From an optimization exercise on the open Yosys and OpenROAD flow, aimed at small area and a short achievable clock period; shortcuts taken in it are not production practice.

red:
==> module ViterbiDecoder, before the edit <==
module ViterbiDecoder (
    input  wire       clock,
    input  wire       reset,
    input  wire       io_enq_valid,
    input  wire [7:0] io_enq_bits,
    output wire       io_deq_valid,
    output wire       io_deq_bits
);
    localparam W = 8;
    function automatic par6(input [5:0] x);
        par6 = ^x;
    endfunction
    wire signed [5:0] y0 = {{2{io_enq_bits[3]}}, io_enq_bits[3:0]};
    wire signed [5:0] y1 = {{2{io_enq_bits[7]}}, io_enq_bits[7:4]};
    reg  [6:0]        frameCnt;
    reg               v1, i1;
    reg  signed [5:0] bm [0:3];       
    always @(posedge clock) begin
        bm[0] <=  y0 + y1;
        bm[1] <=  y1 - y0;
        bm[2] <=  y0 - y1;
        bm[3] <= -y0 - y1;
        v1  <= io_enq_valid & ~reset;
        i1  <= reset | (&frameCnt);
        if (reset)
            frameCnt <= 7'd0;
        else if (io_enq_valid)
            frameCnt <= frameCnt + 7'd1;
    end
    reg  [W-1:0] sm [0:31];
    wire [31:0]  sel;               
    genvar m;
    generate
        for (m = 0; m < 16; m = m + 1) begin : g_acs
            localparam [5:0] C = 2*m;
            localparam [1:0] L = {par6(C & 6'o75), par6(C & 6'o53)};
            wire signed [5:0] x  = bm[L];         
            wire signed [5:0] nx = bm[~L];
            wire [W-1:0] m0 = sm[2*m];
            wire [W-1:0] m1 = sm[2*m+1];
            wire signed [W-1:0] e = m1 - m0;
            assign sel[m]      = e < $signed({x,  1'b0});
            assign sel[m + 16] = e < $signed({nx, 1'b0});
            wire [W-1:0] sx  = {{(W-6){x[5]}},  x};
            wire [W-1:0] snx = {{(W-6){nx[5]}}, nx};
            wire [W-1:0] nlo = sel[m]      ? m0 + sx  : m1 + snx;
            wire [W-1:0] nhi = sel[m + 16] ? m0 + snx : m1 + sx;
            always @(posedge clock) begin
                if (i1) begin
                    sm[m]      <= {W{1'b0}};
                    sm[m + 16] <= {W{1'b0}};
                end else if (v1) begin
                    sm[m]      <= nlo;
                    sm[m + 16] <= nhi;
                end
            end
        end
    endgenerate
    reg  [31:0] sa, sb;
    reg         dvalid;
    wire        vnow = v1 & ~reset;
    always @(posedge clock) begin
        sa     <= {32{vnow}} &  sel;
        sb     <= {32{vnow}} & ~sel;
        dvalid <= vnow;
    end
    wire sh = ~dvalid;
    localparam NST = 48;
    reg  [31:0] r [5:NST-1];
    always @(posedge clock)
        r[5] <= sb | (r[5] & {32{sh}});
    genvar g, j;
    generate
        for (g = 6; g < NST; g = g + 1) begin : g_stage
            for (j = 0; j < 32; j = j + 1) begin : g_bit
                always @(posedge clock)
                    r[g][j] <= (r[g-1][2*(j%16)]   & sa[j])
                             | (r[g-1][2*(j%16)+1] & sb[j])
                             | (r[g][j]            & sh);
            end
        end
    endgenerate
    reg obit, ovalid;
    reg [5:0] nDec;
    always @(posedge clock) begin
        obit <= (r[NST-1][0] & sa[0]) | (r[NST-1][1] & sb[0]);
        if (reset) begin
            nDec   <= 6'd0;
            ovalid <= 1'b0;
        end else begin
            if (dvalid && nDec != 6'd48)
                nDec <= nDec + 6'd1;
            ovalid <= dvalid && nDec == 6'd48;
        end
    end
    assign io_deq_valid = ovalid;
    assign io_deq_bits  = obit;
endmodule
==> flow/config.mk <==
export PLATFORM = sky130hd
export DESIGN_NAME = ViterbiDecoder
export DESIGN_NICKNAME = ViterbiDecoder
export VERILOG_FILES = /design/flow/design.v
export SDC_FILE = /design/flow/constraint.sdc
export NUM_CORES = 4
export LEC_CHECK = 0
export CAP_MARGIN = 20
export CORE_MARGIN = 2
export CORE_UTILIZATION = 40
export SETUP_SLACK_MARGIN = 4.0
export SLEW_MARGIN = 20
==> flow/constraint.sdc <==
create_clock -name core_clock -period 7.0 [get_ports {clock}]
set_input_delay 1.4000 -clock core_clock [delete_from_list [all_inputs] [get_ports {clock}]]
set_output_delay 1.4000 -clock core_clock [all_outputs]
set_load 0.01 [all_outputs]
run.sh (not shown) runs the stock make flow with config.mk's settings and CLKGATE_MAP_FILE= SYNTH_SCRIPT=/design/flow/synth_recipe.tcl, a recipe that flattens the netlist after the stock synthesis.
Here is what was changed in the inputs of blue compared with red.
-- flow/design.v --
<<< red, line 42
            assign sel[m]      = e < $signed({x,  1'b0});
            assign sel[m + 16] = e < $signed({nx, 1'b0});
            wire [W-1:0] sx  = {{(W-6){x[5]}},  x};
            wire [W-1:0] snx = {{(W-6){nx[5]}}, nx};
            wire [W-1:0] nlo = sel[m]      ? m0 + sx  : m1 + snx;
            wire [W-1:0] nhi = sel[m + 16] ? m0 + snx : m1 + sx;
            always @(posedge clock) begin
                if (i1) begin
>>> blue, line 42
            assign sel[m]      = e < $signed({x,  1'b0});
            assign sel[m + 16] = e < $signed({nx, 1'b0});
            wire [W-1:0]      alo = sel[m] ? m0 : m1;
            wire signed [5:0] blo = sel[m] ? x : nx;
            wire [W-1:0]      ahi = sel[m+16] ? m0 : m1;
            wire signed [5:0] bhi = sel[m+16] ? nx : x;
            wire [W-1:0] nlo = alo + {{(W-6){blo[5]}}, blo};
            wire [W-1:0] nhi = ahi + {{(W-6){bhi[5]}}, bhi};
            always @(posedge clock) begin
                if (i1) begin
--- outcome ---
No stage failed in blue, and the final checks on the layout all came back clean.
In the metrics for blue and red, the one carrying the lower cell area after synthesis is blue.
Relative to red, initial antenna violation count increased by 7 in blue.
Diff red -> blue: final worst-path cycle share now sits higher; minimum clock period after layout now sits higher; number of cells on the critical path now sits higher; final worst-path setup slack now sits lower.
On post-route non-filler standard cell count: between blue and red, it ends up lower for blue.
blue vs. red: die span in y saw a decrease, depth of the worst register-to-register path up 10.
No functional check of the RTL was part of any run of this note.

-- static timing again, ports no longer ideal --
How much do the figures lean on ideal ports? The routed layouts below were timed once more, with nothing changed but the port constraints.
Step 1 sets driving cells, clkbuf_16 on the clock port and buf_2 on the other inputs (assumed; they add their load-dependent delay and slew).
Step 2 adds t to the input delays and takes it off the output delays; t is the mean of the earliest and latest rising clock arrival at the registers after step 1. Input paths then give back, and output paths get back, about the clock's delay inside the block.
a / b / c = no drivers / after step 1 / after step 2; a / b = the first two.
| run | t (ns) | setup WS [ns] | clock arrival spread, ns | worst register clock-pin slew, ns |
|---|---|---|---|---|
| red | 0.934 | 3.571 / 3.571 / 3.346 | 0.052 / 0.053 | 0.07 / 0.07 |
| blue | 0.921 | 2.034 / 2.034 / 2.034 | 0.057 / 0.057 | 0.07 / 0.07 |
After both steps setup and hold are still met in every run listed. The setup slack of red, which loses most, moves by 0.000 ns with the drivers and by -0.225 ns with both steps.
